Source: an optimization exercise on an open RTL-to-GDS flow (aim: small area). Production flows keep margins and buffers that such runs may drop. Only simulation tests tie the RTL to the original design; equivalence was not proved. No driver is modelled on the clock port, so clocking that relies on it looks cheaper here than on a real chip. Power and IR drop assume default switching activity.

$ cat config.mk
export PLATFORM = sky130hd
export DESIGN_NAME = Greedy_snake
export DESIGN_NICKNAME = Greedy_snake
export VERILOG_FILES = /design/flow/design.v
export SDC_FILE = /design/flow/constraint.sdc
export NUM_CORES = 4
export LEC_CHECK = 0
export CAP_MARGIN = 20
export CORE_MARGIN = 2
export CORE_UTILIZATION = 80
export PLACE_DENSITY = 0.9
export SLEW_MARGIN = 20
$ cat constraint.sdc
create_clock -name core_clock -period 10.0 [get_ports {Clk}]
set_input_delay 2.0000 -clock core_clock [delete_from_list [all_inputs] [get_ports {Clk}]]
set_output_delay 2.0000 -clock core_clock [all_outputs]
set_load 0.01 [all_outputs]
$ cat design.v
module Greedy_snake
(
	input Clk,
	input Rst_n,
	input Left,
	input Right,
	input Up,
	input Down,
	output VSYNC_Sig_out,
	output HSYNC_Sig_out,
	output [4:0] VGA_red_o,
	output [5:0] VGA_green_o,
	output [4:0] VGA_blue_o,
	output vga_blank,
	output vga_sync,
	output [7:0] Smg_duan,
	output [3:0] Smg_we
);
	reg [2:0] kc;
	reg [3:0] k2;
	reg       kany;
	reg [1:0] kidx;
	wire kc_s5 = kc[2] & ~kc[1];
	wire kc_s0 = ~kc[2] & ~kc[0];
	wire kc_s1 = ~kc[1] & kc[0];
	wire [3:0] kin = {Down, Up, Right, Left};
	wire [3:0] kfall = k2 & ~kin;
	always @(posedge Clk or negedge Rst_n)
		if (!Rst_n) begin
			kc <= 3'b000;
			k2 <= 4'd0;
			kany <= 1'b0;
		end else begin
			kc <= {kc[1:0], ~kc[2]};
			if (kc_s5) begin
				k2 <= kin;
				kany <= |kfall;
			end
		end
	always @(posedge Clk)
		if (kc_s5)
			kidx <= kfall[0] ? 2'd0 : kfall[1] ? 2'd1 : kfall[2] ? 2'd2 : 2'd3;
	wire key_any = kany & kc_s0;
	reg [1:0] gs;
	wire st_play = gs[0];
	wire st_end = gs[1];
	reg hit;    
	always @(posedge Clk or negedge Rst_n)
		if (!Rst_n)
			gs <= 2'b00;
		else if (st_end) begin
			if (key_any) gs <= 2'b00;
		end else if (st_play) begin
			if (hit) gs <= 2'b10;
		end else begin
			if (key_any) gs <= 2'b01;
		end
	reg [10:0] rnd;
	reg [4:0] ac;
	reg [5:0] ax;
	reg [4:0] ay;
	reg add;
	reg [5:0] hx;    
	reg [4:0] hy;
	wire ac_end = ~ac[0] & ~ac[2] & ~ac[4];
	wire [5:0] rx = rnd[10:5];
	wire [4:0] ry = rnd[4:0];
	always @(posedge Clk or negedge Rst_n)
		if (!Rst_n)
			rnd <= 11'd0;
		else
			rnd <= rnd + 11'd921;
	always @(posedge Clk or negedge Rst_n)
		if (!Rst_n) begin
			ac <= 5'd4;
			ax <= 6'd28;
			ay <= 5'd13;
			add <= 1'b0;
		end else if (ac_end) begin
			ac <= 5'd4;
			if (ax == hx && ay == hy) begin
				add <= 1'b1;
				ax <= (rx > 6'd38) ? (rx - 6'd25) : ((rx == 6'd0) ? 6'd1 : rx);
				ay <= (ry > 5'd28) ? (ry - 5'd3) : ((ry == 5'd0) ? 5'd1 : ry);
			end else
				add <= 1'b0;
		end else
			ac <= {ac[3:0], ac[4] ^ ac[2]};
	reg [10:0] sc;
	wire step = sc[2] & ~sc[3] & ~sc[4] & sc[5] & ~sc[6] & ~sc[7] & sc[8] & ~sc[10];
	reg [1:0] dr;    
	reg [1:0] mv [0:14];
	reg [3:0] vcp;   
	reg [3:0] lcp;   
	reg eat_s;
	reg [3:1] hidx_r;
	wire [3:0] hidx = {hidx_r, 1'b0};
	integer i;
	always @(posedge Clk or negedge Rst_n)
		if (!Rst_n)
			sc <= 11'd13;
		else if (step)
			sc <= 11'd13;
		else
			sc <= {sc[9:0], sc[10] ^ sc[8]};
	always @(posedge Clk or negedge Rst_n)
		if (!Rst_n)
			dr <= 2'b11;
		else if (kc_s1 & kany & (kidx[1] == dr[1]))
			dr <= {~kidx[1], kidx[0]};
	wire wallc = ((dr == 2'b00) && (hy == 5'd1)) |
	             ((dr == 2'b01) && (hy == 5'd28)) |
	             ((dr == 2'b10) && (hx == 6'd1)) |
	             ((dr == 2'b11) && (hx == 6'd38));
	wire bodyc = (hidx != 4'd0) & (hidx <= lcp);
	wire rstep = step & st_end;                       
	wire mstep = step & ~st_end & ~wallc & ~bodyc;    
	reg [5:0] hx_n;
	reg [4:0] hy_n;
	always @(*) begin
		hx_n = hx;
		hy_n = hy;
		if (rstep) begin
			hx_n = 6'd10;
			hy_n = 5'd5;
		end else if (mstep)
			case (dr)
				2'b00: hy_n = hy - 5'd1;
				2'b01: hy_n = hy + 5'd1;
				2'b10: hx_n = hx - 6'd1;
				2'b11: hx_n = hx + 6'd1;
			endcase
	end
	always @(posedge Clk or negedge Rst_n)
		if (!Rst_n) begin
			hx <= 6'd10;
			hy <= 5'd5;
		end else begin
			hx <= hx_n;
			hy <= hy_n;
		end
	always @(posedge Clk or negedge Rst_n)
		if (!Rst_n) begin
			mv[0] <= 2'b11;
			mv[1] <= 2'b11;
		end else if (rstep) begin
			mv[0] <= 2'b11;
			mv[1] <= 2'b11;
		end else if (mstep) begin
			mv[1] <= mv[0];
			mv[0] <= dr;
		end
	always @(posedge Clk)
		if (mstep)
			for (i = 2; i < 15; i = i + 1)
				mv[i] <= mv[i-1];
	always @(posedge Clk or negedge Rst_n)
		if (!Rst_n)
			vcp <= 4'd2;
		else if (rstep)
			vcp <= 4'd2;
		else if (mstep && vcp != 4'd15)
			vcp <= vcp + 4'd1;
	always @(posedge Clk or negedge Rst_n)
		if (!Rst_n)
			hit <= 1'b0;
		else if (step) begin
			if (st_end)
				hit <= 1'b0;
			else if (wallc | bodyc)
				hit <= 1'b1;
		end
	always @(posedge Clk or negedge Rst_n)
		if (!Rst_n) begin
			lcp <= 4'd2;
			eat_s <= 1'b0;
		end else if (st_end) begin
			lcp <= 4'd2;
			eat_s <= 1'b0;
		end else begin
			eat_s <= add;
			if (~eat_s & add & (lcp != 4'd15))
				lcp <= lcp + 4'd1;
		end
	wire [3:0] t16 = {rnd[3] ^ rnd[0], rnd[2:0]};
	wire [3:0] pxl = t16 - 4'd1;
	reg [5:0] pxh;
	wire [9:0] px = {pxh, pxl};
	reg [9:0] py;
	reg [2:0] rgb;
	wire px_end = (pxh == 6'd40) & (t16 == 4'd0);
	always @(posedge Clk or negedge Rst_n)
		if (!Rst_n) begin
			pxh <= 6'd40;
			py <= 10'd990;
		end else begin
			if (t16 == 4'd0)
				pxh <= (pxh == 6'd40) ? 6'd55 : pxh + 6'd1;
			if (py == 10'd488)
				py <= 10'd991;
			else if (px_end)
				py <= py + 10'd1;
		end
	wire p_hs = ~(px[9] & px[8] & ~(px[7] & px[6] & (px[5] | px[4])));
	wire p_vs = ~((py == 10'd991) | (py == 10'd992) | (py == 10'd488));
	wire inx = ~px[9] | (~px[8] & ~px[7]);
	wire iny = ~py[9] & ~(py[8] & py[7] & py[6] & py[5]);
	wire inr = inx & iny;
	wire [5:0] cx = px[9:4];
	wire [4:0] cy = py[8:4];
	wire [3:0] lox = px[3:0];
	wire [3:0] loy = py[3:0];
	wire wallp = (cx == 6'd0) | (cy == 5'd0) | (cx == 6'd39) | (cy == 5'd29);
	wire headp = (cx == hx) & (cy == hy);
	wire [3:0] j = px[3:0];
	wire j15 = &j;
	wire dmode = (cx <= 6'd37);
	wire [5:0] tx = dmode ? cx + 6'd1 : hx;
	wire [4:0] ty = dmode ? cy : hy;
	reg [5:0] wx;
	reg [4:0] wy;
	wire [1:0] mvj = mv[j];
	wire cmpv = (wx == tx) & (wy == ty) & (j <= vcp);
	reg [3:0] nidx;
	reg [3:0] midx;    
	reg wclean;        
	reg rb;            
	wire nnone = (nidx == 4'd15);
	wire [3:0] ninc = nidx + 4'd1;    
	wire [3:0] nfin = nnone ? (cmpv ? 4'd15 : 4'd0) : nidx;
	always @(posedge Clk)
		if (j15) begin
			wx <= hx_n;
			wy <= hy_n;
		end else if (!mstep)
			case (mvj)
				2'b00: wy <= wy + 5'd1;
				2'b01: wy <= wy - 5'd1;
				2'b10: wx <= wx + 6'd1;
				2'b11: wx <= wx - 6'd1;
			endcase
	always @(posedge Clk)
		if (j15)
			nidx <= 4'd15;
		else if (mstep)
			nidx <= nnone ? 4'd15 : ninc;
		else if (cmpv && nnone && (dmode || j != 4'd0))
			nidx <= j;
	always @(posedge Clk)
		if (j15)
			midx <= mstep ? ninc : nfin;
		else if (mstep)
			midx <= headp ? 4'd1 : ((midx != 4'd0 && midx != 4'd15) ? midx + 4'd1 : 4'd0);
	always @(posedge Clk)
		if (j15 & ~dmode & wclean & ~mstep & ~rstep)
			hidx_r <= nfin[3:1];
	always @(posedge Clk or negedge Rst_n)
		if (!Rst_n) begin
			wclean <= 1'b0;
			rb <= 1'b1;
		end else begin
			if (j15)
				wclean <= 1'b1;
			else if (mstep | rstep)
				wclean <= 1'b0;
			if (rstep)
				rb <= 1'b1;
			else if (j15 & wclean & ~mstep)
				rb <= 1'b0;
		end
	wire [3:0] lq = (midx == 4'd7) ? 4'd8 : midx;
	wire bodyp = rb ? ((cy == 5'd5) & ((cx == 6'd8) | (cx == 6'd9)))
	                : ((midx != 4'd0) & (lq <= lcp));
	wire applep = (cx == ax) & (cy == ay);
	wire corner = ((lox == 4'd0) | (lox == 4'd15)) & ((loy == 4'd0) | (loy == 4'd15));
	reg [9:0] sh;
	reg [9:0] sv;
	wire first = sv[9] & sv[5];    
	wire sh_end = (sh == 10'd800);
	always @(posedge Clk or negedge Rst_n)
		if (!Rst_n) begin
			sh <= 10'd800;
			sv <= 10'd1023;
		end else begin
			sh <= sh_end ? 10'd0 : sh + 10'd1;
			if (sv == 10'd525)
				sv <= 10'd0;
			else if (sh_end)
				sv <= sv + 10'd1;
		end
	always @(posedge Clk)
		if (!inr)
			rgb <= 3'b000;
		else if (applep)
			rgb <= 3'b001;
		else if (wallp)
			rgb <= 3'b100;
		else if ((headp | bodyp) & ~corner)
			rgb <= headp ? 3'b011 : 3'b010;
		else
			rgb <= 3'b000;
	wire s_hs = ~first & (sh > 10'd96);
	wire s_vs = ~first & (sv > 10'd2);
	wire s_rdy = (sh > 10'd344) & (sh < 10'd600) & (sv > 10'd128) & (sv < 10'd382);
	assign HSYNC_Sig_out = st_play ? p_hs : s_hs;
	assign VSYNC_Sig_out = st_play ? p_vs : s_vs;
	wire r_o = st_play ? rgb[0] : (~st_end & s_rdy);
	wire g_o = st_play ? rgb[1] : (~st_end & s_rdy);
	wire b_o = st_play ? rgb[2] : (~st_end & s_rdy);
	assign VGA_red_o = {5{r_o}};
	assign VGA_green_o = {6{g_o}};
	assign VGA_blue_o = {5{b_o}};
	assign vga_blank = VSYNC_Sig_out & HSYNC_Sig_out;
	assign vga_sync = 1'b0;
	reg [4:0] sm;
	reg [15:0] pts;
	reg eat_m;
	reg [3:0] dig;
	wire started = ~(sm[4] & sm[3]);
	wire u0 = (sm == 5'd5) | (sm == 5'd31);
	wire u1 = (sm == 5'd10);
	wire u2 = (sm == 5'd15);
	wire u3 = (sm == 5'd20);
	always @(posedge Clk or negedge Rst_n)
		if (!Rst_n)
			sm <= 5'd26;
		else if (u3)
			sm <= 5'd0;
		else if (sm == 5'd31)
			sm <= 5'd6;
		else
			sm <= sm + 5'd1;
	always @(posedge Clk)
		if (u0)
			dig <= pts[3:0];
		else if (u1)
			dig <= pts[7:4];
		else if (u2)
			dig <= pts[11:8];
		else if (u3 & (pts[15:12] <= 4'd9))
			dig <= pts[15:12];
	reg [7:0] seg;
	always @(*)
		case (dig)
			4'd0: seg = 8'b1100_0000;
			4'd1: seg = 8'b1111_1001;
			4'd2: seg = 8'b1010_0100;
			4'd3: seg = 8'b1011_0000;
			4'd4: seg = 8'b1001_1001;
			4'd5: seg = 8'b1001_0010;
			4'd6: seg = 8'b1000_0010;
			4'd7: seg = 8'b1111_1000;
			4'd8: seg = 8'b1000_0000;
			default: seg = 8'b1001_0000;
		endcase
	assign Smg_duan = started ? seg : 8'd0;
	reg [3:0] we;
	always @(*)
		if (!started) we = 4'b0000;
		else if (sm <= 5'd5) we = 4'b0111;
		else if (sm <= 5'd10) we = 4'b1110;
		else if (sm <= 5'd15) we = 4'b1101;
		else we = 4'b1011;
	assign Smg_we = we;
	always @(posedge Clk or negedge Rst_n)
		if (!Rst_n)
			eat_m <= 1'b0;
		else if (!st_end)
			eat_m <= add;
	always @(posedge Clk or negedge Rst_n)
		if (!Rst_n)
			pts <= 16'd0;
		else if (st_end)
			pts <= 16'd0;
		else if (~eat_m & add) begin
			if (pts[3:0] != 4'd9)
				pts[3:0] <= pts[3:0] + 4'd1;
			else begin
				pts[3:0] <= 4'd0;
				if (pts[7:4] != 4'd9)
					pts[7:4] <= pts[7:4] + 4'd1;
				else begin
					pts[7:4] <= 4'd0;
					if (pts[11:8] != 4'd9)
						pts[11:8] <= pts[11:8] + 4'd1;
					else begin
						pts[11:8] <= 4'd0;
						pts[15:12] <= pts[15:12] + 4'd1;
					end
				end
			end
		end
endmodule
$ cat flow/run.sh
#!/bin/bash
# Layout flow: the standard ORFS flow (standard.sh) with three changes:
#  - synthesis: the standard synthesis script, but the combinational logic
#    is mapped with an area-oriented ABC script (abc_mine.script, no delay
#    target) and without the full-adder extraction; the registers are the
#    standard synthesis's (same passes up to flip-flop mapping);
#  - clock tree: small sink clusters of clkbuf_4 and no dummy loads; if the
#    clock tree tool finds no clustering solution with those limits, the
#    clock tree is built again with clusters of clkbuf_8 (which keep the
#    flip-flop clock slew low without clustering too);
#  - port buffers: minimum-size buffers.
# The make output goes to flow_make.log; each ORFS step keeps its own log
# under orfs/logs/.
set -euo pipefail
W=$PWD
export MY_ABC_SCRIPT=$W/flow/abc_mine.script
COMMON=(
  "SYNTH_SCRIPT=$W/flow/synth_recipe_area.tcl"
  "ADDER_MAP_FILE="
  "BUFFER_PORTS_ARGS=-buffer_cell sky130_fd_sc_hd__buf_1"
)
CTS="CTS_ARGS=-sink_clustering_enable -repair_clock_nets -dont_use_dummy_load -sink_clustering_size 10 -sink_clustering_max_diameter 50 -buf_list {sky130_fd_sc_hd__clkbuf_4}"
CTS_BIG="CTS_ARGS=-sink_clustering_enable -repair_clock_nets -dont_use_dummy_load -sink_clustering_size 14 -sink_clustering_max_diameter 70 -buf_list {sky130_fd_sc_hd__clkbuf_8}"
bash standard.sh "${COMMON[@]}" "$CTS" cts > flow_make.log 2>&1
CTS_LOG=$(ls "$W"/orfs/logs/*/Greedy_snake/base/4_1_cts.log)
if ! grep -q "A clustering solution was found" "$CTS_LOG"; then
  echo "no clustering solution with clkbuf_4; building the clock tree with clkbuf_8" >> flow_make.log
  cp "$CTS_LOG" "$W/cts_clkbuf4_attempt.log"
  bash standard.sh "${COMMON[@]}" "$CTS" clean_cts >> flow_make.log 2>&1
  CTS="$CTS_BIG"
  bash standard.sh "${COMMON[@]}" "$CTS" cts >> flow_make.log 2>&1
fi
bash standard.sh "${COMMON[@]}" "$CTS" finish >> flow_make.log 2>&1
$ cat flow/abc_mine.script
strash
&get -n
&fraig -x
&put
scorr
dc2
dretime
strash
&get -n
&dch -f
&nf -R 100
&put
$ cat flow/synth_recipe_area.tcl
proc synth {args} { yosys synth -nofsm -noshare {*}$args }
# Map the combinational logic with an area-oriented ABC script (no delay
# target); the registers are the standard synthesis's.
proc abc {args} {
  set i [lsearch -exact $args -script]
  if {$i >= 0} { set args [lreplace $args $i [expr {$i + 1}] -script $::env(MY_ABC_SCRIPT)] }
  set i [lsearch -exact $args -D]
  if {$i >= 0} { set args [lreplace $args $i [expr {$i + 1}]] }
  yosys abc {*}$args
}
source $::env(SCRIPTS_DIR)/synth.tcl
# left out here: clear keep_hierarchy, flatten, clean up, hide names made inside functions, write 1_2_yosys.v
$ cat standard.sh
#!/bin/bash
# synth_recipe.tcl (not shown) runs the flow's synth.tcl, then flattens the netlist and writes it again
# the make line also repeats each setting of config.mk as NAME=value (left out here)
make -C /OpenROAD-flow-scripts/flow DESIGN_CONFIG=/design/flow/config.mk WORK_HOME=/design/flow/orfs CLKGATE_MAP_FILE= SYNTH_SCRIPT=/design/flow/synth_recipe.tcl "${@:-finish}"
==> notes.md, run 1 <==
Worst R2R Path Depth=17; grt total ovfl=0; worst vdd ir=roughly 0.00019 V; register area share after synthesis=51.77%; Final Util=between 80% and 90%; DR vias/cell=~6.7; largest net degree at the start of global routing=just over 80; ys flop type=dfrtp_1; hold endpoint=sc[3]$_DFF_PN1_; # DRC=0; MaxCap Viol Count=0; XOR/XNOR Fraction of Synth Area=9.593%; hold_buf cts=0; core area=about 13000 µm²; biggest area consumer among synthesized cells=dfrtp_1; Max transition margin=33.89%; total wire length=22.77 mm; worst slew pin tran=between 0.9 and 1 ns; post-synthesis cell count=1019; average size of a mapped cell=a little under 10 µm²; post-layout minimum cycle time=between 4 and 5 ns; Post-synth EDFFs=50; Post-Syn Area=between 10000 and 15000 µm²; dominant combinational cell family by area after synthesis=simple AND/OR/NAND/NOR gates; vias in the first global route=7506; Sink Count=200; setup tns final=0 ns; CTS Buf Count=17; # Post-CTS Setup Buffers=0; port bufs=36; Max FO, Critical Path=20; Final setup viols=0; adder-cell share of the synthesized area=0.7901%; TritonCTS clock tree=done; fraction of registers with async set/reset=roughly 68%; die width=between 100 and 150 µm; Chip Height=about 120 µm; first-pass GRT wire length=roughly 37 mm; Placer Congestion=approximately 0.95; Skew-Pair Late Insertion Delay=about 0.48 ns; Reg clk slew, reported paths=~0.09 ns; reg-to-reg endpoint=wx[5]$_DFFE_PP_; drt wl/cell=18.54 µm; Synth Area in Simple Gates=roughly 20%; die area=13590 µm²; post_cts resized=0; dpl cells=around 1200; hold path cells=0; DP Wirelength=about 16 mm; Power Total=around 0.0013 W; RSZ-0062 raised after global routing=false; Core Rows=41; Final Hold Vio Count=0; Iter 0 DRT Violations=about 1100; share of layout cells above drive strength 1=about 7.2%; met2 WL=10.92 mm; initial antenna violation count=0; hold path start=sc[2]$_DFF_PN1_; WL met3=just under 2 mm; PD cells=117.4 nW/µm²; top-count cell post-synth=nor2_1; fill cell count=around 730; io pins=38; Hold/Removal Path Class=flop to flop; max layer used=met4; CP Class=flop to flop; Ys Warns=2; most instantiated cells after synthesis=101 x nor2_1, 94 x nand2_1, 87 x dfrtp_1, 76 x a21oi_1, 62 x xnor2_1; vias=8172; largest cells by area after synthesis=dfrtp_1 21%, edfxtp_1 15%, dfstp_2 13%; Root Buffer=clkbuf_8; crit end category=flop; Non-Filler Instances=1228; LEAKAGE=~4.2 nW; CP startpoint kind=flop; DRT Pass-1 Iters=9; Data arrival, critical path=between 5 and 6 ns; htree depth=4; clk buf depth=2; Yosys top cell area share=between 20 and 25%; mux share of post-synthesis cell area=under 10%; Max Clk Rate=just over 200 MHz; M1 wire length=9.279 mm; status=complete, no violations; Clock Skew=around 0.03 ns; ANT cells=0; Area growth syn-to-layout=5.124%; fraction of the mapped netlist area in compound gates=around 14%; r2r setup slk=around 5.1 ns; Syn Nets=about 1000; GRT Total Usage=about a third; Max Slew Vio Count=0; nets=between 1000 and 1500; Yosys reg bits=200; synth unique cells=59; Final period util=between 40 and 50%; WP data required=about 10 ns; Initial Util=roughly 81%; R2R Path Start=rnd[1]$_DFF_PN0_; DRT antenna net count=0
flip-flops by register name, summed over array words and instances (netlist names), 5 cells and up:
signal,count
rnd,11
sc,11
wx,6
pxh,6
ac,5
mv,30
py,10
wy,5
ay,5
sv,10
hx,6
seg,7
ax,6
hy,5
pts,16
sm,5
sh,10
layer usage:
layer  global-route usage [%]  up-vias
met5                        0        -
met2                    56.09      467
met4                    12.31        0
met1                    47.86     3891
li1                         -     3744
met3                    7.940       70
power breakdown:
part	leakage (nW)	switching (W)	internal [W]
clock network	0.122	0.000237	0.000151
logic	1.91	0.0000176	0.00000688
registers	2.14	0.00000343	0.000836
per-stage QoR:
step | setup WS (ns) | instance area (µm²) | hold slack [ns]
detailed placement | 5.253 | 10390 | 0.3567
global placement | 5.514 | 10390 | 0.3533
CTS | 5.208 | 10630 | 0.3700
global route | 4.783 | 10650 | 0.3753
floorplan | 5.417 | 10130 | 0.3666
finish | 5.140 | 10650 | 0.3696
worst max path at each step:
stage	from	end	slack, ns
floorplan	rnd[1]$_DFF_PN0_	wx[5]$_DFFE_PP_	5.42
global placement	rnd[1]$_DFF_PN0_	wx[5]$_DFFE_PP_	5.51
global route	rnd[0]$_DFF_PN0_	wx[5]$_DFFE_PP_	4.78
CTS	rnd[1]$_DFF_PN0_	wx[5]$_DFFE_PP_	5.21
finish	rnd[1]$_DFF_PN0_	wx[5]$_DFFE_PP_	5.14
detailed placement	rnd[1]$_DFF_PN0_	wx[5]$_DFFE_PP_	5.25
critical path, cell delays in order, from the launching register on:
cell and delay, ns:
dfrtp_1 0.56, or3_1 0.47, nor2_1 0.12, buf_4 0.27, a21oi_1 0.15, nand2_1 0.14, nor3_1 0.09, a22oi_1 0.20
nand2_1 0.09, nor3_1 0.41, nor2b_1 0.28, maj3_1 0.46, maj3_1 0.41, maj3_1 0.41, mux2i_1 0.14, a21oi_1 0.18
xnor2_1 0.14, a21oi_1 0.08
cell usage in the layout, fill, tap and decap left out, types with 6 or more instances in the layout:
master    instances
a211oi_1         11
nand2b_1         13
a31oi_1          10
clkinv_1         25
mux2_1            6
xnor2_1          62
buf_1            35
edfxtp_1         50
o22ai_1           6
dfstp_2          49
dfxtp_1          14
nor4_1           28
clkbuf_8         17
maj3_1            8
a22oi_1          11
nor3_1           36
o21a_1            6
and3_1           16
and2_0           23
nor2_1          101
o21ai_0          50
nand4_1          20
or3_1            10
nor2b_1          12
dfrtp_1          87
mux2i_1           9
nand2_1          94
a221oi_1          6
xor2_1           49
nand3_1          34
buf_4             7
a21o_1           10
a21oi_1          76
layout make-up:
class	count	area, µm²	share of cell area (%)
Tap cell	172	215.2	2.020
Multi-Input combinational cell	770	4646	43.61
Inverter	25	93.84	0.8808
Timing Repair Buffer	44	219.0	2.055
Sequential cell	200	5246	49.24
Clock buffer	17	234.0	2.196
kinds of logic after synthesis:
logic type      after synthesis
compound gates              225
xor+xnor                    111
fa+ha+maj                     8
buf+inv                      49
flops                       200
mux                          15
other cells                   1
simple gates                410
==> run 2, diff against run 1 <==
--- a/config.mk
+++ b/config.mk
@@ -5,8 +5,9 @@
 export SDC_FILE = /design/flow/constraint.sdc
 export NUM_CORES = 4
 export LEC_CHECK = 0
-export CAP_MARGIN = 20
+export CAP_MARGIN = 0
 export CORE_MARGIN = 2
 export CORE_UTILIZATION = 80
+export GPL_TIMING_DRIVEN = 0
 export PLACE_DENSITY = 0.9
-export SLEW_MARGIN = 20
+export SLEW_MARGIN = 0
==> run 2 against run 1 <==
Clock power grew 2%. Largest power group unchanged. First-iteration DRC count down 9.4%. Cell area is 1.7% higher. Sequential share of layout area down 0.84 points.
==> notes.md, run 2 <==
combinational power share=2.1% (about the same); area of the multi-input gates=4652 µm² (+0.13%); DRT antenna net count=0 (unchanged); core area=12520 µm² (unchanged); most instantiated cells after synthesis=101 x nor2_1, 94 x nand2_1, 87 x dfrtp_1, 76 x a21oi_1, 62 x xnor2_1; Yosys top cell area share=21.48% (unchanged); Worst R2R Path Depth=16 (-1); hold path start=kc[1]$_DFF_PN0_; initial antenna violation count=0 (unchanged); Switch Pwr=0.0002649 W (+2.8%); Max Clk Rate=173.7 MHz (-16%); Core Rows=41 (unchanged); DP Wirelength=15.45 mm (-3.4%); Syn Nets=1025 (unchanged); Clock Skew=0.03131 ns (+0.001223 ns); reg-to-reg endpoint=wx[5]$_DFFE_PP_; hold_buf cts=0 (unchanged); Max Slew Vio Count=0 (unchanged); CP max stage cell=nor2_1; Placer Congestion=0.9036 (-4.5%); R2R Path Start=rnd[0]$_DFF_PN0_; DR vias/cell=6.459 (-2.9%); Max FO, Critical Path=20 (unchanged); hold endpoint=kc[2]$_DFF_PN0_; fill cell count=682 (-6.8%); crit end category=flop; Cell Area, Placed=10580 µm² (+1.8%); TritonCTS clock tree=done; worst vdd ir=0.0001179 V (-39%); htree depth=4 (unchanged); Power Internal=0.0009947 W (+0.15%); CP Class=flop to flop; die width=116.6 µm (unchanged); Max transition margin=8.918% (-25 points); Sw Ratio=21.03% (+0.43 points); CP Cell Sequence=or3_1 > nor2_1 > a21oi_1 > nand2_1 > nor3_1 > a22oi_1 > nand2_1 > nor3_1 > nor2b_1 > maj3_1 > maj3_1 > maj3_1 > mux2i_1 > a21oi_1 > xnor2_1 > a21oi_1; Yosys reg bits=200 (unchanged); die area=13590 µm² (unchanged); top flop regs=mv (30), pts (16); Reg area=5246 µm² (unchanged); Ys Warns=2 (unchanged); Area growth syn-to-layout=6.938%; ys flop type=dfrtp_1; RSZ-0062 raised after global routing=false; status=complete, no violations; largest cells by area after synthesis=dfrtp_1 21%, edfxtp_1 15%, dfstp_2 13%; total wire length=22.02 mm (-3.3%); Chip Height=116.6 µm (unchanged); Flop pwr share=66.7% (-0.4 points); crit-path leading delay family=simple AND/OR/NAND/NOR gates; CP startpoint kind=flop; fraction of registers with async set/reset=68.00% (unchanged); post-synthesis cell count=1019 (unchanged); Skew-Pair Late Insertion Delay=0.49 ns (about the same); drt wl/cell=17.63 µm (-4.9%); nets=1085 (+2.0%); top-count cell post-synth=nor2_1; # DRC=0 (unchanged); biggest area consumer among synthesized cells=dfrtp_1; Final setup viols=0 (unchanged); GRT Total Usage=34.35% (-0.65 points); io pins=38 (unchanged); PD cells=116.2 nW/µm² (-1.0%); CTS Buf Count=17 (unchanged); Sink Count=200 (unchanged); register area share after synthesis=51.77% (unchanged); Hold/Removal Path Class=flop to flop; vias in the first global route=7426 (-1.1%); Root Buffer=clkbuf_8; clock power share=31.2% (+0.3 points); max FFs per register=30 (unchanged); share of layout cells above drive strength 1=8.449% (+1.3 points); r2r setup slk=4.24 ns (-0.90 ns); DRT Pass-1 Iters=7 (-2); largest net degree at the start of global routing=40 (-51%); grt total ovfl=0 (unchanged); LEAKAGE=4.268 nW (+2.3%); CP bufs+invs=0 (-1); Post-Syn Area=10130 µm² (unchanged); # Post-CTS Setup Buffers=0 (unchanged); Initial Util=80.97% (unchanged); setup tns final=0 ns (unchanged); worst slew pin tran=1.361 ns (+0.3833 ns); Reg clk slew, reported paths=0.09 ns (about the same); vias=8067 (-1.3%); WP data required=10.18 ns (-0.02 ns); average size of a mapped cell=9.946 µm² (unchanged); Final period util=57.57% (+9.0 points); Final Hold Vio Count=0 (unchanged); first-pass GRT wire length=36.03 mm (-1.4%); Iter 0 DRT Violations=960 (-9.4%); most frequent cells in the layout=101 x nor2_1, 94 x nand2_1, 87 x dfrtp_1; post_cts resized=0 (unchanged); design area=10840 µm² (+1.7%); ANT cells=0 (unchanged); synth unique cells=59 (unchanged); CP max stage delay=1.03 ns (+0.47 ns); commonest non-fill, non-tap cell in the layout=nor2_1; clk buf depth=2 (unchanged); Data arrival, critical path=5.93 ns (+0.87 ns); Post-synth EDFFs=50 (unchanged); port bufs=36 (unchanged); post-layout minimum cycle time=5.757 ns (+0.8965 ns); Largest Register=mv; MaxCap Viol Count=0 (unchanged); hold path cells=0 (unchanged)
## run 2: cell counts after synthesis
No cell type changed its count.
## run 2: worst max path at each step
stage | slack (ns) | to | cells after the start | from
global route | 3.79 | wx[5]$_DFFE_PP_ | 16 | rnd[0]$_DFF_PN0_
global placement | 1.02 | k2[3]$_DFFE_PN0P_ | 1 | Rst_n
floorplan | 5.42 | wx[5]$_DFFE_PP_ | 16 | rnd[1]$_DFF_PN0_
finish | 4.24 | wx[5]$_DFFE_PP_ | 16 | rnd[0]$_DFF_PN0_
CTS | 4.23 | wx[5]$_DFFE_PP_ | 16 | rnd[0]$_DFF_PN0_
detailed placement | 4.27 | wx[5]$_DFFE_PP_ | 16 | rnd[0]$_DFF_PN0_
## run 2: final cells by class
type / count / area share [%]
Multi-Input combinational cell: 770 / 42.92
Timing Repair Buffer: 41 / 2.240
Tap cell: 172 / 1.986
Sequential cell: 200 / 48.41
Clock buffer: 17 / 2.159
Buffer: 24 / 1.420
Inverter: 25 / 0.8659
## run 2: power by group through the flow
stage / clock, W / combinational, W / sequential [W]
final: 0.000393 / 0.0000262 / 0.000840
after global routing: 0.000424 / 0.0000300 / 0.000841
after detailed placement: 0 / 0.0000264 / 0.000856
after CTS: 0.000394 / 0.0000265 / 0.000840
after global placement: 0 / 0.0000221 / 0.000856
after floorplan: 0 / 0.00000958 / 0.000854
## run 2: stage by stage
stage | util [%] | worst slack, ns | instances | hold slack, ns | total power, W
finish | 86.59 | 4.243 | 1249 | 0.4292 | 0.001260
global route | 86.59 | 3.790 | 1249 | 0.4445 | 0.001295
CTS | 86.37 | 4.234 | 1248 | 0.4296 | 0.001261
detailed placement | 84.50 | 4.274 | 1231 | 0.3943 | 0.0008825
global placement | 83.77 | 1.017 | 1227 | 0.3806 | 0.0008778
floorplan | - | 5.417 | 1019 | 0.3666 | 0.0008638
## run 2: cells by family after synthesis
logic type	Yosys count	synth area share [%]
AOI/OAI and AO/OA	225	13.84
xor gates and xnor gates	111	9.593
adders and majority gates	8	0.7902
buffers and inverters	49	2.444
DFF	200	51.77
muxes	15	1.556
other	1	0.03700
and+or+nand+nor	410	19.98
## run 2: worst reg2reg max path: stages, from the launching register on
cell	delay (ns)
dfrtp_1	0.59
or3_1	0.45
nor2_1	1.03
a21oi_1	0.32
nand2_1	0.19
nor3_1	0.08
a22oi_1	0.16
nand2_1	0.07
nor3_1	0.44
nor2b_1	0.30
maj3_1	0.45
maj3_1	0.41
maj3_1	0.42
mux2i_1	0.14
a21oi_1	0.19
xnor2_1	0.14
a21oi_1	0.09
## run 2: layer usage
layer	GRT usage, %	up-vias	wire length [µm]
li1	-	3798	-
met1	47.13	3810	9354
met2	56.20	398	10650
met3	6.902	61	1570
met4	10.59	0	445
met5	0	-	0
==> run 3, diff against run 2 <==
--- a/config.mk
+++ b/config.mk
@@ -8,6 +8,5 @@
 export CAP_MARGIN = 0
 export CORE_MARGIN = 2
 export CORE_UTILIZATION = 80
-export GPL_TIMING_DRIVEN = 0
 export PLACE_DENSITY = 0.9
 export SLEW_MARGIN = 0
==> run 3 against run 2 <==
Area after synthesis unchanged. Count of clock-buffer cells in the layout stayed put. Register-to-register slack improved by 0.91 ns. Die area unchanged. Non-clock buffer count fell by 22. Critical path type unchanged.
==> notes.md, run 3 <==
status=complete, no violations; clk buf depth=2 (unchanged); ANT cells=0 (unchanged); Cell Area, Placed=10390 µm² (-1.7%); PD cells=117.8 nW/µm² (+1.3%); clock power share=31.1% (about the same); CP startpoint kind=flop; WP data required=10.21 ns (+0.03 ns); Reg area=5246 µm² (unchanged); top-count cell post-synth=nor2_1; Chip Height=116.6 µm (unchanged); DP Wirelength=15.99 mm (+3.5%); worst vdd ir=0.0001953 V (+66%); DRT Pass-1 Iters=5 (-2); largest net degree at the start of global routing=82 (+110%); grt total ovfl=0 (unchanged); post-layout minimum cycle time=4.842 ns (-0.9143 ns); register area share after synthesis=51.77% (unchanged); Iter 0 DRT Violations=973 (+1.4%); CP max stage delay=0.56 ns (-0.47 ns); LEAKAGE=4.160 nW (-2.5%); die width=116.6 µm (unchanged); # Post-CTS Setup Buffers=0 (unchanged); Sink Count=200 (unchanged); most instantiated cells after synthesis=101 x nor2_1, 94 x nand2_1, 87 x dfrtp_1, 76 x a21oi_1, 62 x xnor2_1; fraction of registers with async set/reset=68.00% (unchanged); first-pass GRT wire length=36.56 mm (+1.5%); Clock Skew=0.03141 ns (+0.00009220 ns); share of layout cells above drive strength 1=7.109% (-1.3 points); htree depth=4 (unchanged); Largest Register=mv; Switch Pwr=0.0002596 W (-2.0%); initial antenna violation count=0 (unchanged); post_cts resized=0 (unchanged); Reg clk slew, reported paths=0.09 ns (about the same); top flop regs=mv (30), pts (16); port bufs=36 (unchanged); Final setup viols=0 (unchanged); Max Clk Rate=206.5 MHz (+19%); Hold/Removal Path Class=flop to flop; commonest non-fill, non-tap cell in the layout=nor2_1; Final Hold Vio Count=0 (unchanged); worst slew pin tran=0.9720 ns (-0.3892 ns); DR vias/cell=6.597 (+2.1%); TritonCTS clock tree=done; post-synthesis cell count=1019 (unchanged); nets=1063 (-2.0%); die area=13590 µm² (unchanged); CP max stage cell=dfrtp_1; Power Internal=0.0009921 W (-0.26%); biggest area consumer among synthesized cells=dfrtp_1; synth unique cells=59 (unchanged); combinational power share=1.8% (-0.3 points); DRT antenna net count=0 (unchanged); Post-synth EDFFs=50 (unchanged); core area=12520 µm² (unchanged); Placer Congestion=0.9464 (+4.7%); most frequent cells in the layout=101 x nor2_1, 94 x nand2_1, 87 x dfrtp_1; Max Slew Vio Count=0 (unchanged); hold_buf cts=0 (unchanged); GRT Total Usage=34.99% (+0.65 points); max FFs per register=30 (unchanged); Flop pwr share=67.1% (+0.4 points); Post-Syn Area=10130 µm² (unchanged); Initial Util=80.97% (unchanged); ys flop type=dfrtp_1; io pins=38 (unchanged); Final period util=48.42% (-9.1 points); Yosys reg bits=200 (unchanged); vias=8094 (+0.33%); Sw Ratio=20.74% (-0.29 points); Max FO, Critical Path=20 (unchanged); Core Rows=41 (unchanged); CTS Buf Count=17 (unchanged); Skew-Pair Late Insertion Delay=0.48 ns (about the same); Area growth syn-to-layout=4.851%; average size of a mapped cell=9.946 µm² (unchanged); largest cells by area after synthesis=dfrtp_1 21%, edfxtp_1 15%, dfstp_2 13%; setup tns final=0 ns (unchanged); Ys Warns=2 (unchanged); Syn Nets=1025 (unchanged); drt wl/cell=18.27 µm (+3.6%); vias in the first global route=7506 (+1.1%); CP Cell Sequence=or3_1 > nor2_1 > buf_4 > a21oi_1 > nand2_1 > nor3_1 > a22oi_1 > nand2_1 > nor3_1 > nor2b_1 > maj3_1 > maj3_1 > maj3_1 > mux2i_1 > a21oi_1 > xnor2_1 > a21oi_1; RSZ-0062 raised after global routing=false; Max transition margin=34.28% (+25 points); Yosys top cell area share=21.48% (unchanged); MaxCap Viol Count=0 (unchanged); # DRC=0 (unchanged); Data arrival, critical path=5.05 ns (-0.88 ns); design area=10630 µm² (-2.0%); fill cell count=742 (+8.8%); area of the multi-input gates=4646 µm² (-0.13%); CP Class=flop to flop; crit end category=flop; Root Buffer=clkbuf_8; total wire length=22.42 mm (+1.8%)
==> run 3: kinds of logic after synthesis <==
kind of cell	Yosys count	synth area share [%]
multiplexers	15	1.556
AO/OA/AOI/OAI	225	13.84
AND/OR/NAND/NOR	410	19.98
adder cells (fa/ha/maj)	8	0.7902
buffers and inverters	49	2.444
other	1	0.03700
XOR/XNOR	111	9.593
flip-flops	200	51.77
==> run 3: worst paths after layout <==
path / from / to / slack [ns] / cells past startpoint
worst max-delay path: rnd[1]$_DFF_PN0_ / wx[5]$_DFFE_PP_ / 5.16 / 17
worst min-delay path: sc[2]$_DFF_PN1_ / sc[3]$_DFF_PN1_ / 0.37 / 0
worst max register to register: rnd[1]$_DFF_PN0_ / wx[5]$_DFFE_PP_ / 5.16 / 17
worst min register to register: sc[2]$_DFF_PN1_ / sc[3]$_DFF_PN1_ / 0.37 / 0
max in group asynchronous: Rst_n / eat_s$_DFF_PN0_ / 6.93 / 2
min in group asynchronous: Rst_n / ay[4]$_DFFE_PN0P_ / 1.61 / 1
==> run 3: metal layers <==
layer  GRT usage, %  share of wire [%]  vias to the layer above  wire [µm]
li1               -                  -                     3749          -
met1          47.86                 41                     3875       9279
met2          56.09                 48                      405      10740
met3          7.940                8.0                       65       1792
met4          12.31                2.7                        0        607
met5              0                  0                        -          0
==> run 3: final cells by class <==
cell class                 instances  area share [%]
inverter                          25          0.8831
sequential                       200           49.37
clock buffer                      17           2.202
timing repair buffer              43           1.801
multi-input combinational        770           43.72
tap                              172           2.025
==> run 3: power by group through the flow <==
stage                     Combinational [W]  Sequential (W)  Clock (W)
after floorplan                  0.00000958        0.000854          0
after global placement            0.0000228        0.000855          0
after detailed placement          0.0000233        0.000855          0
after CTS                         0.0000233        0.000839   0.000392
after global routing              0.0000266        0.000840   0.000421
final                             0.0000229        0.000839   0.000390
==> run 3: stage by stage <==
step	setup WS [ns]	power [W]	instances	hold WS [ns]	utilization, %
finish	5.158	0.001252	1227	0.3697	84.90
global route	4.783	0.001288	1227	0.3753	84.90
CTS	5.208	0.001255	1227	0.3700	84.90
detailed placement	5.253	0.0008785	1210	0.3567	83.03
global placement	5.514	0.0008777	1210	0.3533	83.03
floorplan	5.417	0.0008638	1019	0.3666	-
==> run 3: critical path, delay by kind of cell, from the launching register on <==
family	cells	cell delay [ns]
compound gates	4	0.61
xor+xnor	1	0.14
flops	1	0.56
fa+ha+maj	3	1.27
buf+inv	1	0.27
mux	1	0.14
simple gates	7	1.59
==> run 4, diff against run 3 <==
--- a/design.v
+++ b/design.v
@@ -312,33 +312,32 @@
 	assign VGA_blue_o = {5{b_o}};
 	assign vga_blank = VSYNC_Sig_out & HSYNC_Sig_out;
 	assign vga_sync = 1'b0;
-	reg [4:0] sm;
+	reg [1:0] sp;
+	reg [2:0] sq;
+	reg started;
 	reg [15:0] pts;
 	reg eat_m;
 	reg [3:0] dig;
-	wire started = ~(sm[4] & sm[3]);
-	wire u0 = (sm == 5'd5) | (sm == 5'd31);
-	wire u1 = (sm == 5'd10);
-	wire u2 = (sm == 5'd15);
-	wire u3 = (sm == 5'd20);
+	wire sq_end = sq[2] & ~sq[1];
 	always @(posedge Clk or negedge Rst_n)
-		if (!Rst_n)
-			sm <= 5'd26;
-		else if (u3)
-			sm <= 5'd0;
-		else if (sm == 5'd31)
-			sm <= 5'd6;
-		else
-			sm <= sm + 5'd1;
+		if (!Rst_n) begin
+			sp <= 2'd3;
+			sq <= 3'b000;
+			started <= 1'b0;
+		end else if (sq_end) begin
+			sp <= sp + 2'd1;
+			sq <= (sp == 2'd2) ? 3'b000 : 3'b001;
+			started <= 1'b1;
+		end else
+			sq <= {sq[1:0], ~sq[2]};
 	always @(posedge Clk)
-		if (u0)
-			dig <= pts[3:0];
-		else if (u1)
-			dig <= pts[7:4];
-		else if (u2)
-			dig <= pts[11:8];
-		else if (u3 & (pts[15:12] <= 4'd9))
-			dig <= pts[15:12];
+		if (sq_end)
+			case (sp)
+				2'd3: dig <= pts[3:0];
+				2'd0: dig <= pts[7:4];
+				2'd1: dig <= pts[11:8];
+				default: if (pts[15:12] <= 4'd9) dig <= pts[15:12];
+			endcase
 	reg [7:0] seg;
 	always @(*)
 		case (dig)
@@ -357,10 +356,12 @@
 	reg [3:0] we;
 	always @(*)
 		if (!started) we = 4'b0000;
-		else if (sm <= 5'd5) we = 4'b0111;
-		else if (sm <= 5'd10) we = 4'b1110;
-		else if (sm <= 5'd15) we = 4'b1101;
-		else we = 4'b1011;
+		else case (sp)
+			2'd3: we = 4'b0111;
+			2'd0: we = 4'b1110;
+			2'd1: we = 4'b1101;
+			default: we = 4'b1011;
+		endcase
 	assign Smg_we = we;
 	always @(posedge Clk or negedge Rst_n)
 		if (!Rst_n)
==> run 4 against run 3 <==
Synthesized cell count grew 0.29%. First-iteration DRC count shrank 6.3%. Power shrank 2.0%. Worst setup slack gained 0.19 ns. Core utilization grew 1.3 points. Cell area shrank 1.3%.
==> notes.md, run 4 <==
Root Buffer=clkbuf_4; core area=12160 µm² (-2.8%); vias in the first global route=7546 (+0.53%); largest cells by area after synthesis=dfrtp_1 22%, edfxtp_1 15%, dfstp_2 13%; Iter 0 DRT Violations=912 (-6.3%); Final period util=46.54% (-1.9 points); Syn Nets=1028 (+0.29%); TritonCTS clock tree=done; LEAKAGE=4.177 nW (+0.40%); Sink Count=201 (+0.50%); Data arrival, critical path=2.65 ns (-2.40 ns); GRT Total Usage=35.27% (+0.28 points); CP Class=flop to output pin; drt wl/cell=18.55 µm (+1.5%); Post-Syn Area=10060 µm² (-0.69%); grt total ovfl=0 (unchanged); worst slew pin tran=1.008 ns (+0.03624 ns); r2r setup slk=5.64 ns (+0.48 ns); # DRC=0 (unchanged); # Post-CTS Setup Buffers=0 (unchanged); Reg clk slew, reported paths=0.11 ns (+0.02 ns); Ys Warns=2 (unchanged); average size of a mapped cell=9.848 µm² (-0.98%); Hold WS=0.3746 ns (+0.004895 ns); die area=13490 µm² (-0.67%); max FFs per register=30 (unchanged); fill cell count=713 (-3.9%); MaxCap Viol Count=0 (unchanged); Chip Height=116.2 µm (-0.33%); DP Wirelength=16.03 mm (+0.24%); CP max stage delay=0.62 ns (+0.06 ns); Cell Area, Placed=10300 µm² (-0.84%); first-pass GRT wire length=37.21 mm (+1.8%); Yosys top cell area share=22.13% (+0.65 points); Initial Util=82.76% (+1.8 points); Max FO, Critical Path=6 (-70%); Clock Skew=0.04994 ns (+0.01854 ns); share of layout cells above drive strength 1=7.721% (+0.61 points); initial antenna violation count=0 (unchanged); Final setup viols=0 (unchanged); Max Clk Rate=214.9 MHz (+4.0%); Final Util=86.21% (+1.3 points); CP max stage cell=dfstp_2; Max Slew Vio Count=0 (unchanged); top flop regs=mv (30), pts (16); DRT Pass-1 Iters=8 (+3); largest net degree at the start of global routing=81 (-1.2%); post_cts resized=0 (unchanged); Final Hold Vio Count=0 (unchanged); setup tns final=0 ns (unchanged); htree depth=1 (-3); Placer Congestion=0.9505 (+0.43%); DR vias/cell=6.630 (+0.51%); CTS Buf Count=24 (+7); PD cells=117.0 nW/µm² (-0.70%); Largest Register=mv; Max transition margin=32.78% (-1.5 points); clk buf depth=3 (+1); Area growth syn-to-layout=4.177%; status=complete, no violations; Hold/Removal Path Class=flop to flop; Skew-Pair Late Insertion Delay=0.65 ns (+0.17 ns); crit-path leading delay family=compound AO/OA/AOI/OAI gates; Yosys reg bits=201 (+0.50%); CP Cell Sequence=xnor2_1 > nor4_1 > o21ai_0 > a31o_1 > a211oi_1 > a21o_1 > buf_1; port bufs=36 (unchanged); Core Rows=40 (-2.4%); ANT cells=0 (unchanged); Non-Filler Instances=1230 (+0.24%); area of the multi-input gates=4543 µm² (-2.2%); DRT antenna net count=0 (unchanged); total wire length=22.82 mm (+1.8%); commonest non-fill, non-tap cell in the layout=nor2_1; crit end category=output pin; ys flop type=dfrtp_1; fraction of registers with async set/reset=68.16% (+0.16 points); post-layout minimum cycle time=4.654 ns (-0.1885 ns); io pins=38 (unchanged); CP bufs+invs=1 (unchanged); synth unique cells=63 (+6.8%); biggest area consumer among synthesized cells=dfrtp_1; most instantiated cells after synthesis=114 x nor2_1, 94 x a21oi_1, 89 x dfrtp_1, 89 x nand2_1, 51 x nand3_1; dpl cells=1206 (-0.33%); RSZ-0062 raised after global routing=false; worst vdd ir=0.0001251 V (-36%); nets=1070 (+0.66%); CP startpoint kind=flop; WP data required=8.00 ns (-2.21 ns); top-count cell post-synth=nor2_1; register area share after synthesis=52.36% (+0.60 points); vias=8155 (+0.75%); Post-synth EDFFs=50 (unchanged); Reg area=5270 µm² (+0.45%); most frequent cells in the layout=114 x nor2_1, 94 x a21oi_1, 89 x nand2_1, 89 x dfrtp_1, 51 x nand3_1; design area=10490 µm² (-1.3%); die width=116.2 µm (-0.33%); hold_buf cts=0 (unchanged); post-synthesis cell count=1022 (+0.29%)
[run 4: path summary, 6_finish.rpt]
kind,start,endpoint,cells after the start
max,sv[7]$_DFFE_PN1P_,VGA_green_o[2],7
min,sc[2]$_DFF_PN1_,sc[3]$_DFF_PN1_,0
max reg2reg,rnd[3]$_DFF_PN0_,wx[5]$_DFFE_PP_,15
min reg2reg,sc[2]$_DFF_PN1_,sc[3]$_DFF_PN1_,0
max in group asynchronous,Rst_n,pxh[4]$_DFFE_PN0N_,2
min in group asynchronous,Rst_n,sh[7]$_DFF_PN0_,1
[run 4: where the power goes]
group	switching, W	internal [W]	leakage, nW
Combinational	0.0000173	0.00000564	1.92
Clock	0.000250	0.000110	0.110
Sequential	0.00000323	0.000840	2.15
[run 4: metrics by stage]
step           setup slack, ns  total power (W)
4_1_cts                  5.369         0.001229
5_1_grt                  5.139         0.001265
3_5_place_dp             5.787        0.0008823
6_report                 5.346         0.001227
2_1_floorplan            5.949        0.0008675
3_3_place_gp             6.043        0.0008813
[run 4: layer usage]
| layer | wire length, µm | vias to the layer above | track usage, % |
|---|---|---|---|
| li1 | - | 3759 | - |
| met1 | 9088 | 3872 | 49.03 |
| met2 | 11070 | 445 | 58.64 |
| met3 | 2006 | 79 | 5.501 |
| met4 | 648 | 0 | 10.48 |
| met5 | 0 | - | 0 |
[run 4: worst register-to-register path: cells and delay by family, from the launching register on]
kind / cells / cell delay, ns
fa+ha+maj: 1 / 0.36
compound gates: 6 / 0.57
simple gates: 6 / 2.02
xor+xnor: 2 / 0.34
flops: 1 / 0.78
[run 4: cell families after synthesis]
| group | synth area share, % |
|---|---|
| AND/OR/NAND/NOR | 20.89 |
| AO/OA/AOI/OAI | 13.49 |
| flip-flops | 52.36 |
| XOR/XNOR | 8.093 |
| buffers and inverters | 2.611 |
| multiplexers | 1.827 |
| adder cells (fa/ha/maj) | 0.6962 |
| other | 0.03726 |
[run 4: layout make-up]
type / count / area share, %
flip-flops and latches: 201 / 50.26
multi-input cells: 769 / 43.33
well taps: 168 / 2.005
repair buffers: 42 / 1.754
clock buffers: 24 / 1.718
inverters: 26 / 0.9308
==> run 5, diff against run 4 <==
--- a/design.v
+++ b/design.v
@@ -188,21 +188,23 @@
 	wire [9:0] px = {pxh, pxl};
 	reg [9:0] py;
 	reg [2:0] rgb;
-	wire px_end = (pxh == 6'd40) & (t16 == 4'd0);
+	wire pxh40 = pxh[5] & ~pxh[4] & pxh[3];                  
+	wire py488 = ~py[9] & (py[8:3] == 6'b111101);            
+	wire px_end = pxh40 & (t16 == 4'd0);
 	always @(posedge Clk or negedge Rst_n)
 		if (!Rst_n) begin
 			pxh <= 6'd40;
 			py <= 10'd990;
 		end else begin
 			if (t16 == 4'd0)
-				pxh <= (pxh == 6'd40) ? 6'd55 : pxh + 6'd1;
-			if (py == 10'd488)
+				pxh <= pxh40 ? 6'd55 : pxh + 6'd1;
+			if (py488)
 				py <= 10'd991;
 			else if (px_end)
 				py <= py + 10'd1;
 		end
 	wire p_hs = ~(px[9] & px[8] & ~(px[7] & px[6] & (px[5] | px[4])));
-	wire p_vs = ~((py == 10'd991) | (py == 10'd992) | (py == 10'd488));
+	wire p_vs = ~((py[9] & ((py[5:0] == 6'd31) | (py[5:0] == 6'd32))) | py488);    
 	wire inx = ~px[9] | (~px[8] & ~px[7]);
 	wire iny = ~py[9] & ~(py[8] & py[7] & py[6] & py[5]);
 	wire inr = inx & iny;
@@ -210,7 +212,7 @@
 	wire [4:0] cy = py[8:4];
 	wire [3:0] lox = px[3:0];
 	wire [3:0] loy = py[3:0];
-	wire wallp = (cx == 6'd0) | (cy == 5'd0) | (cx == 6'd39) | (cy == 5'd29);
+	wire wallp = (cx == 6'd0) | (cy == 5'd0) | (cx[5] & cx[2] & cx[1] & cx[0]) | (cy[4] & cy[3] & cy[2] & cy[0]);
 	wire headp = (cx == hx) & (cy == hy);
 	wire [3:0] j = px[3:0];
 	wire j15 = &j;
@@ -276,14 +278,14 @@
 	reg [9:0] sh;
 	reg [9:0] sv;
 	wire first = sv[9] & sv[5];    
-	wire sh_end = (sh == 10'd800);
+	wire sh_end = sh[9] & sh[8] & sh[5];    
 	always @(posedge Clk or negedge Rst_n)
 		if (!Rst_n) begin
 			sh <= 10'd800;
 			sv <= 10'd1023;
 		end else begin
 			sh <= sh_end ? 10'd0 : sh + 10'd1;
-			if (sv == 10'd525)
+			if (sv[9] & ~sv[4] & sv[3] & sv[2] & sv[0])    
 				sv <= 10'd0;
 			else if (sh_end)
 				sv <= sv + 10'd1;
@@ -338,20 +340,16 @@
 				2'd1: dig <= pts[11:8];
 				default: if (pts[15:12] <= 4'd9) dig <= pts[15:12];
 			endcase
-	reg [7:0] seg;
-	always @(*)
-		case (dig)
-			4'd0: seg = 8'b1100_0000;
-			4'd1: seg = 8'b1111_1001;
-			4'd2: seg = 8'b1010_0100;
-			4'd3: seg = 8'b1011_0000;
-			4'd4: seg = 8'b1001_1001;
-			4'd5: seg = 8'b1001_0010;
-			4'd6: seg = 8'b1000_0010;
-			4'd7: seg = 8'b1111_1000;
-			4'd8: seg = 8'b1000_0000;
-			default: seg = 8'b1001_0000;
-		endcase
+	wire [3:0] d = dig;
+	wire [7:0] seg;
+	assign seg[7] = 1'b1;
+	assign seg[6] = (d[0] & d[1] & d[2]) | (~d[1] & ~d[2] & ~d[3]);
+	assign seg[5] = (d[0] & d[1]) | (d[1] & ~d[2]) | (d[0] & ~d[2] & ~d[3]);
+	assign seg[4] = d[0] | (~d[1] & d[2]);
+	assign seg[3] = (~d[0] & ~d[1] & d[2]) | (d[0] & d[1] & d[2]) | (d[0] & ~d[1] & ~d[2] & ~d[3]);
+	assign seg[2] = ~d[0] & d[1] & ~d[2];
+	assign seg[1] = (d[0] & ~d[1] & d[2]) | (~d[0] & d[1] & d[2]);
+	assign seg[0] = (~d[0] & ~d[1] & d[2]) | (d[0] & ~d[1] & ~d[2] & ~d[3]);
 	assign Smg_duan = started ? seg : 8'd0;
 	reg [3:0] we;
 	always @(*)
==> run 5 against run 4 <==
Critical path type is now flop to flop. Final cell count decreased by 5.4%. Global-route usage increased by 2.0 points. Via count decreased by 1.5%. Count of clock-buffer cells in the layout decreased by 7. Sequential share of layout area decreased by 0.11 points. Maximum frequency increased by 4.7%. Synthesized cell count decreased by 3.8%. Worst hold slack improved by 0.0014 ns. Still clean. Clock skew decreased by 0.024 ns. Sequential cell count decreased by 7.
==> notes.md, run 5 <==
Final Hold Vio Count=0 (unchanged); htree depth=4 (+3); share of layout cells above drive strength 1=7.375% (-0.35 points); DRT antenna net count=0 (unchanged); hold path start=sc[2]$_DFF_PN1_; Post-synth EDFFs=50 (unchanged); Reg clk slew, reported paths=0.09 ns (-0.02 ns); Final Worst Setup Slack=5.556 ns (+0.2099 ns); grt total ovfl=0 (unchanged); hold path cells=0 (unchanged); Root Buffer=clkbuf_8; Hold WS=0.3761 ns (+0.001438 ns); CTS Buf Count=17 (-29%); first-pass GRT wire length=37.98 mm (+2.1%); Data arrival, critical path=4.65 ns (+2.00 ns); Max Slew Vio Count=0 (unchanged); top-count cell post-synth=nand2_1; top flop regs=mv (30), pts (16); # Post-CTS Setup Buffers=0 (unchanged); Max transition margin=19.71% (-13 points); Core Rows=40 (unchanged); MaxCap Viol Count=0 (unchanged); initial antenna violation count=0 (unchanged); nets=1025 (-4.2%); biggest area consumer among synthesized cells=dfrtp_1; CP max stage delay=0.69 ns (+0.07 ns); crit end category=flop; LEAKAGE=4.229 nW (+1.2%); post-synthesis cell count=983 (-3.8%); mux share of post-synthesis cell area=2.048% (+0.22 points); crit-path leading delay family=compound AO/OA/AOI/OAI gates; commonest non-fill, non-tap cell in the layout=nand2_1; setup tns final=0 ns (unchanged); max FFs per register=30 (unchanged); Ys Warns=2 (unchanged); WP data required=10.20 ns (+2.20 ns); Reg area=5130 µm² (-2.7%); fill cell count=656 (-8.0%); Placement Setup Slack=5.830 ns (+0.04272 ns); area of the multi-input gates=4395 µm² (-3.2%); Power Total=0.001217 W (-0.76%); Chip Height=114.5 µm (-1.4%); Max Clk Rate=225.0 MHz (+4.7%); largest cells by area after synthesis=dfrtp_1 23%, edfxtp_1 15%, dfstp_2 13%; post-layout minimum cycle time=4.444 ns (-0.2099 ns); CP max stage cell=dfrtp_1; # DRC=0 (unchanged); Yosys top cell area share=22.79% (+0.66 points); core area=11960 µm² (-1.6%); Initial Util=81.71% (-1.1 points); largest net degree at the start of global routing=71 (-12%); CP startpoint kind=flop; vias in the first global route=7718 (+2.3%); DR vias/cell=6.903 (+4.1%); Max FO, Critical Path=16 (+10); average size of a mapped cell=9.942 µm² (+0.96%); r2r setup slk=5.56 ns (-0.08 ns); PD cells=119.0 nW/µm² (+1.7%); Synth Area in Simple Gates=19.38% (-1.5 points); vias=8035 (-1.5%); most frequent cells in the layout=101 x nand2_1, 92 x nor2_1, 89 x dfrtp_1; RSZ-0062 raised after global routing=false; post_cts resized=0 (unchanged); die width=114.5 µm (-1.4%); hold endpoint=sc[3]$_DFF_PN1_; io pins=38 (unchanged); worst slew pin tran=1.198 ns (+0.1895 ns); Iter 0 DRT Violations=1143 (+25%); Area growth syn-to-layout=4.661%; DP Wirelength=16.02 mm (about the same); fraction of the mapped netlist area in compound gates=14.43% (+0.94 points); XOR/XNOR Fraction of Synth Area=8.245% (+0.15 points); R2R Path Start=rnd[2]$_DFF_PN0_; ys flop type=dfrtp_1; ANT cells=0 (unchanged); Post-Syn Area=9773 µm² (-2.9%); most instantiated cells after synthesis=101 x nand2_1, 92 x nor2_1, 89 x dfrtp_1, 83 x a21oi_1, 59 x o21ai_0; Worst R2R Path Depth=13 (-2); Largest Register=mv; die area=13120 µm² (-2.8%); CP Class=flop to flop; clk buf depth=2 (-1); register area share after synthesis=52.49% (+0.13 points); fraction of registers with async set/reset=70.62% (+2.5 points); Yosys reg bits=194 (-3.5%); reg-to-reg endpoint=wy[4]$_DFFE_PP_; drt wl/cell=19.76 µm (+6.5%); DRT Pass-1 Iters=8 (unchanged); Final setup viols=0 (unchanged); worst vdd ir=0.0001439 V (+15%); Placer Congestion=0.9965 (+4.8%); status=complete, no violations; hold_buf cts=0 (unchanged); Hold/Removal Path Class=flop to flop; CP Cell Sequence=nor3_1 > a32o_1 > a2111oi_0 > nand3_1 > a21oi_1 > a31oi_1 > and2_0 > maj3_1 > maj3_1 > mux2i_1 > a21oi_1 > xor2_1 > mux2_1; synth unique cells=61 (-3.2%); Final period util=44.44% (-2.1 points); port bufs=36 (unchanged); GRT Total Usage=37.27% (+2.0 points); TritonCTS clock tree=done; Skew-Pair Late Insertion Delay=0.48 ns (-0.17 ns); dominant combinational cell family by area after synthesis=simple AND/OR/NAND/NOR gates; Syn Nets=989 (-3.8%); adder-cell share of the synthesized area=0.7169% (+0.021 points); total wire length=23.00 mm (+0.79%); CP bufs+invs=0 (-1); Clock Skew=0.02633 ns (-0.02361 ns); Sink Count=194 (-3.5%)
-- run 5: cell types whose count changed after synthesis, sizes merged, moves of 6 or more --
cell   delta
nor3     +11
and3      +7
xnor2     +7
nand4     -6
nor4      +6
a21oi    -11
xor2      -8
or3       -6
and2      -7
nor2     -22
dfxtp     -7
nand3    -23
o21ai     +9
nand2    +12
-- run 5: metal layers --
| layer | wire (µm) | vias to the layer above | global-route usage [%] |
|---|---|---|---|
| li1 | - | 3613 | - |
| met1 | 8902 | 3836 | 47.56 |
| met2 | 11400 | 494 | 61.50 |
| met3 | 1759 | 92 | 7.835 |
| met4 | 937 | 0 | 17.48 |
| met5 | 0 | - | 0 |
-- run 5: cell type report --
cell class              count  area share [%]
inverters                  25          0.9174
flip-flops and latches    194           50.15
repair buffers             43           1.872
clock buffers              17           2.287
well taps                 147           1.798
multi-input cells         738           42.97
-- run 5: worst reg2reg max path, stage by stage, from the launching register on --
cell and delay (ns):
dfrtp_1 0.69, nor3_1 0.18, a32o_1 0.29, a2111oi_0 0.53, nand3_1 0.15, a21oi_1 0.18
a31oi_1 0.16, and2_0 0.35, maj3_1 0.46, maj3_1 0.42, mux2i_1 0.21, a21oi_1 0.09
xor2_1 0.16, mux2_1 0.30
-- run 5: worst max-delay path by stage --
stage / from / to / cells past startpoint
floorplan: pxh[4]$_DFFE_PN0N_ / nidx[3]$_SDFFE_PP1P_ / 13
global route: py[5]$_DFFE_PN0P_ / vga_blank / 6
global placement: rnd[0]$_DFF_PN0_ / wx[5]$_DFFE_PP_ / 15
CTS: py[5]$_DFFE_PN0P_ / vga_blank / 6
detailed placement: rnd[2]$_DFF_PN0_ / wy[4]$_DFFE_PP_ / 13
finish: rnd[2]$_DFF_PN0_ / wy[4]$_DFFE_PP_ / 13
-- run 5: power breakdown --
group          leakage, nW  internal [W]  switching [W]  total (W)
Clock                0.122      0.000150       0.000229   0.000380
Combinational         2.02    0.00000547      0.0000166  0.0000221
Sequential            2.09      0.000812     0.00000346   0.000816
-- run 5: cell families (layout without fill, tap and decap cells) --
kind of cell / count (synthesis) / in the layout
AO/OA/AOI/OAI: 230 / 230
XOR/XNOR: 92 / 92
adder cells (fa/ha/maj): 7 / 7
buffers and inverters: 51 / 85
flip-flops: 194 / 194
multiplexers: 19 / 19
other: 1 / 1
AND/OR/NAND/NOR: 389 / 389
-- run 5: through the flow --
step / utilization (%) / instance area [µm²] / instances
after floorplan: - / 9773 / 983
after global placement: 83.56 / 9995 / 1147
after detailed placement: 83.56 / 9995 / 1147
after CTS: 85.51 / 10230 / 1164
after global routing: 85.51 / 10230 / 1164
final: 85.51 / 10230 / 1164
==> run 6, diff against run 5 <==
--- a/flow/run.sh
+++ b/flow/run.sh
@@ -19,7 +19,7 @@
   "ADDER_MAP_FILE="
   "BUFFER_PORTS_ARGS=-buffer_cell sky130_fd_sc_hd__buf_1"
 )
-CTS="CTS_ARGS=-sink_clustering_enable -repair_clock_nets -dont_use_dummy_load -sink_clustering_size 10 -sink_clustering_max_diameter 50 -buf_list {sky130_fd_sc_hd__clkbuf_4}"
+CTS="CTS_ARGS=-sink_clustering_enable -repair_clock_nets -dont_use_dummy_load -sink_clustering_size 8 -sink_clustering_max_diameter 40 -buf_list {sky130_fd_sc_hd__clkbuf_4}"
 CTS_BIG="CTS_ARGS=-sink_clustering_enable -repair_clock_nets -dont_use_dummy_load -sink_clustering_size 14 -sink_clustering_max_diameter 70 -buf_list {sky130_fd_sc_hd__clkbuf_8}"
 bash standard.sh "${COMMON[@]}" "$CTS" cts > flow_make.log 2>&1
 CTS_LOG=$(ls "$W"/orfs/logs/*/Greedy_snake/base/4_1_cts.log)
==> run 6 against run 5 <==
Critical endpoint unchanged. Non-clock buffer count unchanged. Synthesized cell count unchanged. Worst hold slack unchanged. Cell area unchanged. Via count unchanged. Core utilization unchanged. Sequential cell count unchanged. Critical path depth unchanged.
==> notes.md, run 6 <==
status=complete, no violations; Final Hold Vio Count=0 (unchanged); Final period util=44.44% (unchanged); drt wl/cell=19.76 µm (unchanged); Syn Nets=989 (unchanged); top flop regs=mv (30), pts (16); post_cts resized=0 (unchanged); DRT Pass-1 Iters=8 (unchanged); Sink Count=194 (unchanged); fraction of registers with async set/reset=70.62% (unchanged); top-count cell post-synth=nand2_1; Initial Util=81.71% (unchanged); Final Worst Setup Slack=5.556 ns (unchanged); fraction of the mapped netlist area in compound gates=14.43% (unchanged); Yosys reg bits=194 (unchanged); Area growth syn-to-layout=4.661% (unchanged); ys flop type=dfrtp_1; die width=114.5 µm (unchanged); synth unique cells=61 (unchanged); average size of a mapped cell=9.942 µm² (unchanged); Synth Area in Simple Gates=19.38% (unchanged); Post-synth EDFFs=50 (unchanged); ANT cells=0 (unchanged); core area=11960 µm² (unchanged); Root Buffer=clkbuf_8; DRT antenna net count=0 (unchanged); first-pass GRT wire length=37.98 mm (unchanged); mux share of post-synthesis cell area=2.048% (unchanged); vias=8035 (unchanged); port bufs=36 (unchanged); Cell Area, Placed=9995 µm² (unchanged); LEAKAGE=4.229 nW (unchanged); largest cells by area after synthesis=dfrtp_1 23%, edfxtp_1 15%, dfstp_2 13%; design area=10230 µm² (unchanged); Reg area=5130 µm² (unchanged); Clock Skew=0.02633 ns (unchanged); max layer used=met4; CP max stage cell=dfrtp_1; Placement Setup Slack=5.830 ns (unchanged); commonest non-fill, non-tap cell in the layout=nand2_1; clk buf depth=2 (unchanged); htree depth=4 (unchanged); largest net degree at the start of global routing=71 (unchanged); CP startpoint kind=flop; CP Class=flop to flop; post-synthesis cell count=983 (unchanged); DP Wirelength=16.02 mm (unchanged); initial antenna violation count=0 (unchanged); Max FO, Critical Path=16 (unchanged); nets=1025 (unchanged); CTS Buf Count=17 (unchanged); # DRC=0 (unchanged); DR vias/cell=6.903 (unchanged); dominant combinational cell family by area after synthesis=simple AND/OR/NAND/NOR gates; Final setup viols=0 (unchanged); Data arrival, critical path=4.65 ns (about the same); total wire length=23.00 mm (unchanged); grt total ovfl=0 (unchanged); crit end category=flop; GRT Total Usage=37.27% (unchanged); XOR/XNOR Fraction of Synth Area=8.245% (unchanged); worst vdd ir=0.0001439 V (unchanged); met2 WL=11.40 mm (unchanged); post-layout minimum cycle time=4.444 ns (unchanged); hold_buf cts=0 (unchanged); area of the multi-input gates=4395 µm² (unchanged); biggest area consumer among synthesized cells=dfrtp_1; vias in the first global route=7718 (unchanged); Core Rows=40 (unchanged); # Post-CTS Setup Buffers=0 (unchanged); fill cell count=656 (unchanged)
-- run 6: critical path, delay by kind of cell (launching register included) --
family	cells	cell delay, ns
compound gates	5	1.25
fa+ha+maj	2	0.87
flops	1	0.69
simple gates	3	0.68
mux	2	0.51
xor+xnor	1	0.16
-- run 6: worst paths after layout --
kind	start	to	slack (ns)	cells after the start
worst max-delay path	rnd[2]$_DFF_PN0_	wy[4]$_DFFE_PP_	5.56	13
worst min-delay path	sc[2]$_DFF_PN1_	sc[3]$_DFF_PN1_	0.38	0
worst max register to register	rnd[2]$_DFF_PN0_	wy[4]$_DFFE_PP_	5.56	13
worst min register to register	sc[2]$_DFF_PN1_	sc[3]$_DFF_PN1_	0.38	0
max in group asynchronous	Rst_n	hy[1]$_DFF_PN0_	6.92	2
min in group asynchronous	Rst_n	gs[0]$_DFFE_PN0P_	1.69	1
-- run 6: through the flow --
| step | util [%] | power (W) | hold slack, ns | std cells |
|---|---|---|---|---|
| floorplan | - | 0.0008385 | 0.3666 | 983 |
| CTS | 85.51 | 0.001223 | 0.3776 | 1164 |
| global route | 85.51 | 0.001254 | 0.3823 | 1164 |
| global placement | 83.56 | 0.0008518 | 0.3582 | 1147 |
| finish | 85.51 | 0.001217 | 0.3761 | 1164 |
| detailed placement | 83.56 | 0.0008532 | 0.3598 | 1147 |
-- run 6: final cells by class --
cell class / count / share of cell area, %
Sequential cell: 194 / 50.15
Multi-Input combinational cell: 738 / 42.97
Clock buffer: 17 / 2.287
Timing Repair Buffer: 43 / 1.872
Tap cell: 147 / 1.798
Inverter: 25 / 0.9174
-- run 6: report_power, final --
group | internal [W] | total [W] | switching, W | leakage, nW
clock network | 0.000150 | 0.000380 | 0.000229 | 0.122
logic | 0.00000547 | 0.0000221 | 0.0000166 | 2.02
registers | 0.000812 | 0.000816 | 0.00000346 | 2.09
total | 0.000968 | 0.00122 | 0.000249 | 4.23
-- run 6: metal layers --
layer,up-vias,GRT usage (%)
met1,3836,47.56
li1,3613,-
met2,494,61.50
met5,-,0
met3,92,7.835
met4,0,17.48
-- run 6: cells by family after synthesis --
logic type,Yosys count
XOR/XNOR,92
other,1
flip-flops,194
buffers and inverters,51
AND/OR/NAND/NOR,389
AO/OA/AOI/OAI,230
multiplexers,19
adder cells (fa/ha/maj),7

Setup slack of run 6, layout unchanged: 5.556 ns with ideal ports, 5.556 ns with driving cells assumed (clock clkbuf_16, inputs buf_2), 5.556 ns with port delays also shifted by the 0.506 ns mid clock arrival.
